From an optimization exercise on the open Yosys and OpenROAD flow, aimed at small area, a short achievable clock period and few clock cycles per item; shortcuts taken in it are not production practice.
In this exercise RTL edits were held to simulation tests only and were not proved equivalent to the original.
The clock port is modelled as an ideal driver, which makes a skipped or thinned clock tree look cheaper than it is; a real chip needs a root buffer or a tree.
No activity file was given, so power comes from the tool's default toggle rates.

==> flow/design.v (excerpt) <==
module bin2bcd(
    input clk,
    input reset,
    input start,               
    input [11:0] bin_in,       
    output reg [15:0] bcd_out,  
    output reg done             
);
Size: about 32 I/O pins.
clock: 5.0 ns
lec_check: 0
cap_margin: 20
core_area: 2.3 2.72 59.8 59.84
die_area: 0 0 62 62
slew_margin: 20
standard.sh (not shown) runs the stock make flow with config.mk's settings and CLKGATE_MAP_FILE= SYNTH_SCRIPT=/design/flow/synth_recipe.tcl, a recipe that flattens the netlist after the stock synthesis.
==> flow/flow/run.sh <==
#!/bin/bash
# Own flow: the standard layout (standard.sh), with these changes:
#  - synthesis maps the logic with its own ABC scripts: flow/abc_in.script for
#    the logic before the registers, flow/abc_out.script for the logic after
#    them (flow/my_synth.tcl); Yosys does not extract half/full adders
#    (ADDER_MAP_FILE empty); everything else in synthesis is the standard
#    script (synth_recipe.tcl);
#  - ports are buffered with sky130_fd_sc_hd__buf_1 instead of the default buffer;
#  - after CTS, the clock tree is flattened to one buffer that drives all the
#    flip-flops (flow/flat_cts.tcl): the design has only 15 of them.
# Each tool's output goes to a log file of its own in the work folder.
set -euo pipefail
W=$(pwd)
F=$W/flow
R=$W/orfs/results/$FLOW_PLATFORM/bin2bcd/base
export MY_ABC_IN=$F/abc_in.script
export MY_ABC_OUT=$F/abc_out.script
export FLOW_SYNTH_TCL=$W/synth_recipe.tcl
make -C "$FLOW_HOME" DESIGN_CONFIG="$W/config.mk" WORK_HOME="$W/orfs" CLKGATE_MAP_FILE= \
  SYNTH_SCRIPT="$F/my_synth.tcl" ADDER_MAP_FILE= synth > "$W/synth.log" 2>&1
export BUFFER_PORTS_ARGS="-buffer_cell sky130_fd_sc_hd__buf_1"
bash standard.sh cts > "$W/layout_to_cts.log" 2>&1
CTS_ODB=$R/4_cts.odb CLK_NET=clk ROOT_BUF=sky130_fd_sc_hd__clkbuf_8 openroad -no_init -exit "$F/flat_cts.tcl" > "$W/flat_cts.log" 2>&1
bash standard.sh > "$W/layout.log" 2>&1
==> flow/flow/abc_in.script <==
strash
dch
map -D 2000
topo
stime -c
==> flow/flow/abc_out.script <==
strash
dch
map -D 1750
topo
stime -c
Other scripts of this flow, unchanged in this note and not shown: flow/flow/flat_cts.tcl, flow/flow/my_synth.tcl
Testbench counts at the start, summed over its fixed seeds: cycles 3,200, conversions 3,200.
Change:
==> flow/flow/abc_in.script (replaced) <==
strash
dch
map -D 2500
topo
stime -c
Combinational power goes up by 5.6%; final cell count went down by 1.2%; setup slack degrades by 0.24 ns.
Change:
==> flow/flow/abc_in.script (replaced) <==
strash
dch
map -D 2000
topo
stime -c
==> flow/flow/abc_out.script (replaced) <==
strash
dch
map -D 1650
topo
stime -c
Result: Non-clock buffer count is unchanged; worst setup slack gets better by 0.15 ns; final area increases by a few percent; synthesized cell count increases by a few percent; total power decreases by a few percent; critical path depth decreases by 4; die area is unchanged; hold slack hardly moves; flip-flop and latch count is unchanged; synthesized area increases by a few percent.
Change:
==> flow/flow/abc_in.script (replaced) <==
strash
dch
map -D 2250
topo
stime -c
==> flow/flow/abc_out.script (replaced) <==
strash
dch
map -D 1750
topo
stime -c
The changed run passed the timing, DRC and antenna checks.
Setup slack gets better by 0.096 ns.
Wire length decreases by about 7%.
Hold slack barely changes.
Maximum frequency went up by about 2.7%.
Final area drops by 2.1%.
Total power climbs by about 3.5%.

---

Starting RTL as in the previous note.
clock: 5.0 ns
lec_check: 0
cap_margin: 20
core_area: 2.3 2.72 59.8 59.84
die_area: 0 0 62 62
slew_margin: 20
==> flow/flow/run.sh <==
#!/bin/bash
# Own flow: the standard layout (standard.sh), with these changes:
#  - synthesis maps the logic with its own ABC scripts: flow/abc_in.script for
#    the logic before the registers, flow/abc_out.script for the logic after
#    them (flow/my_synth.tcl); Yosys does not extract half/full adders
#    (ADDER_MAP_FILE empty); everything else in synthesis is the standard
#    script (synth_recipe.tcl);
#  - ports are buffered with sky130_fd_sc_hd__buf_1 instead of the default buffer.
# Each tool's output goes to a log file of its own in the work folder.
set -euo pipefail
W=$(pwd)
F=$W/flow
export MY_ABC_IN=$F/abc_in.script
export MY_ABC_OUT=$F/abc_out.script
export FLOW_SYNTH_TCL=$W/synth_recipe.tcl
make -C "$FLOW_HOME" DESIGN_CONFIG="$W/config.mk" WORK_HOME="$W/orfs" CLKGATE_MAP_FILE= \
  SYNTH_SCRIPT="$F/my_synth.tcl" ADDER_MAP_FILE= synth > "$W/synth.log" 2>&1
export BUFFER_PORTS_ARGS="-buffer_cell sky130_fd_sc_hd__buf_1"
bash standard.sh > "$W/layout.log" 2>&1
==> flow/flow/abc_in.script <==
strash
dch
map -D 2500
topo
stime -c
==> flow/flow/abc_out.script <==
strash
dch
map -D 1850
topo
stime -c
==> flow/flow/my_synth.tcl <==
# The standard synthesis script (synth_recipe.tcl), with only ABC's mapping
# scripts replaced. The logic in the input cone of the output ports (after the
# registers) is mapped with MY_ABC_OUT, the rest (before the registers) with
# MY_ABC_IN. Yosys's -import skips commands that already exist, so this abc
# wrapper is the one synth.tcl calls.
proc abc {args} {
  set i [lsearch -exact $args -script]
  set a_out $args
  set a_in $args
  if {$i >= 0} {
    lset a_out [expr {$i + 1}] $::env(MY_ABC_OUT)
    lset a_in [expr {$i + 1}] $::env(MY_ABC_IN)
  }
  yosys select -set my_out_cone o:* %cie*
  yosys abc {*}$a_out @my_out_cone
  yosys select -clear
  yosys abc {*}$a_in
}
source $::env(FLOW_SYNTH_TCL)
Testbench counts at the start, summed over its fixed seeds: cycles 3,200, conversions 3,200.
==> next run, changes <==
==> flow/flow/abc_in.script (replaced) <==
strash
dch
map -D 2000
topo
stime -c
==> flow/flow/abc_out.script (replaced) <==
strash
dch
map -D 1750
topo
stime -c
The changed run went through all stages and came out clean; sequential share of layout area went up by 0.33 points; synthesized cell count went down by a few percent; non-clock buffer count is unchanged; utilization went down by 0.53 points; power went down by a few percent; first-iteration DRC count went up by well over a third; cell area went down slightly; area after synthesis went down slightly; combinational power went down by a few percent; setup slack gets better by 0.20 ns.
==> next run, changes <==
Settings changed: SETUP_SLACK_MARGIN set to 1.3.
Die area does not change.
Sequential share of layout area came out lower by 2.8 points.
Setup slack improves by 0.19 ns.
Global-route usage came out higher by 0.17 points.
Non-clock buffer count climbs by 9.
==> next run, changes <==
==> flow/flow/abc_in.script (replaced) <==
strash
dch
map -D 2500
topo
stime -c
Settings changed: SETUP_SLACK_MARGIN 1.3 to unset.
Clock-buffer cell count shrinks by 1; global-route usage shrinks by 0.21 points; combinational power shrinks by about 16%; total power shrinks by 11%; via count shrinks by 1.5%; first-iteration DRC count shrinks by about 28%; design area shrinks by 13%; routed wire length shrinks by about 5.4%.
==> next run, changes <==
==> flow/flow/abc_in.script (replaced) <==
strash
dch
map -D 2000
topo
stime -c
Settings changed: CTS_BUF_LIST set to sky130_fd_sc_hd__clkbuf_8, CTS_CLUSTER_DIAMETER set to 100, CTS_CLUSTER_SIZE set to 30.
What happened:
- utilization goes up by 0.76 points
- clock-buffer cell count does not change
- clock power goes up by well over a third
==> next run, changes <==
--- a/flow/flow/run.sh
+++ b/flow/flow/run.sh
@@ -18,0 +19 @@
+export SETUP_MOVE_SEQUENCE=sizeup
Settings changed: CTS_BUF_LIST sky130_fd_sc_hd__clkbuf_8 to unset, CTS_CLUSTER_DIAMETER 100 to unset, CTS_CLUSTER_SIZE 30 to unset, SETUP_SLACK_MARGIN set to 1.4.
The changed run finished with timing, DRC and antenna clean. Synthesized area stays the same. Fmax rises by 8.2%. Global-route usage falls by 0.46 points. Sequential power rises by about 5%. Via count rises by 1.4%. Sequential share of layout area falls by 1.4 points. Worst hold slack got worse by 0.029 ns. Wire length rises by 3.2%.

==> re-timing with driven ports <==
No port has a modelled driver above. Below, the same layouts with a new extraction and two added sets of constraints. Step 1 (the two cells are an assumption about what drives the block):
set clk [get_ports {clk}]
set_driving_cell -lib_cell sky130_fd_sc_hd__clkbuf_16 $clk
set_driving_cell -lib_cell sky130_fd_sc_hd__buf_2 [delete_from_list [all_inputs] $clk]
Step 2 adds t to the input delays and takes it off the output delays; t is the mean of the earliest and latest rising clock arrival at the registers after step 1. Input paths then give back, and output paths get back, about the clock's delay inside the block. Slacks: ideal ports / drivers / drivers and shift; pairs: ideal ports / drivers.
| run | t, ns | setup slack, ns | worst setup path at the end | clock arrival spread, ns | worst slew at a driven data input, ns |
|---|---|---|---|---|---|
| the first run of note 1 | 0.167 | 1.400 / 1.377 / 1.523 | input to register | 0.001 / 0.001 | 0.03 |
| the second run of note 1 | 0.167 | 1.157 / 1.161 / 0.994 | input to register | 0.001 / 0.001 | 0.03 |
| the third run of note 1 | 0.167 | 1.309 / 1.283 / 1.445 | input to register | 0.001 / 0.002 | 0.03 |
| the fourth run of note 1 | 0.168 | 1.404 / 1.398 / 1.238 | input to register | 0.001 / 0.001 | 0.03 |
| the first run of note 2 | 0.295 | 1.089 / 1.068 / 1.049 | input to register | 0.002 / 0.001 | 0.03 |
| the second run of note 2 | 0.285 | 1.287 / 1.266 / 1.524 | input to register | 0.005 / 0.004 | 0.03 |
| the third run of note 2 | 0.287 | 1.475 / 1.454 / 1.517 | input to register | 0.003 / 0.004 | 0.03 |
| the fourth run of note 2 | 0.293 | 1.292 / 1.270 / 1.006 | input to register | 0.006 / 0.006 | 0.03 |
| the fifth run of note 2 | 0.270 | 1.315 / 1.289 / 1.518 | input to register | 0.001 / 0.001 | 0.03 |
| the sixth run of note 2 | 0.285 | 1.595 / 1.574 / 1.519 | input to register | 0.005 / 0.005 | 0.03 |
After both steps setup and hold are still met in every run listed. The setup slack of the fourth run of note 2, which loses most, moves by -0.022 ns with the drivers and by -0.286 ns with both steps.
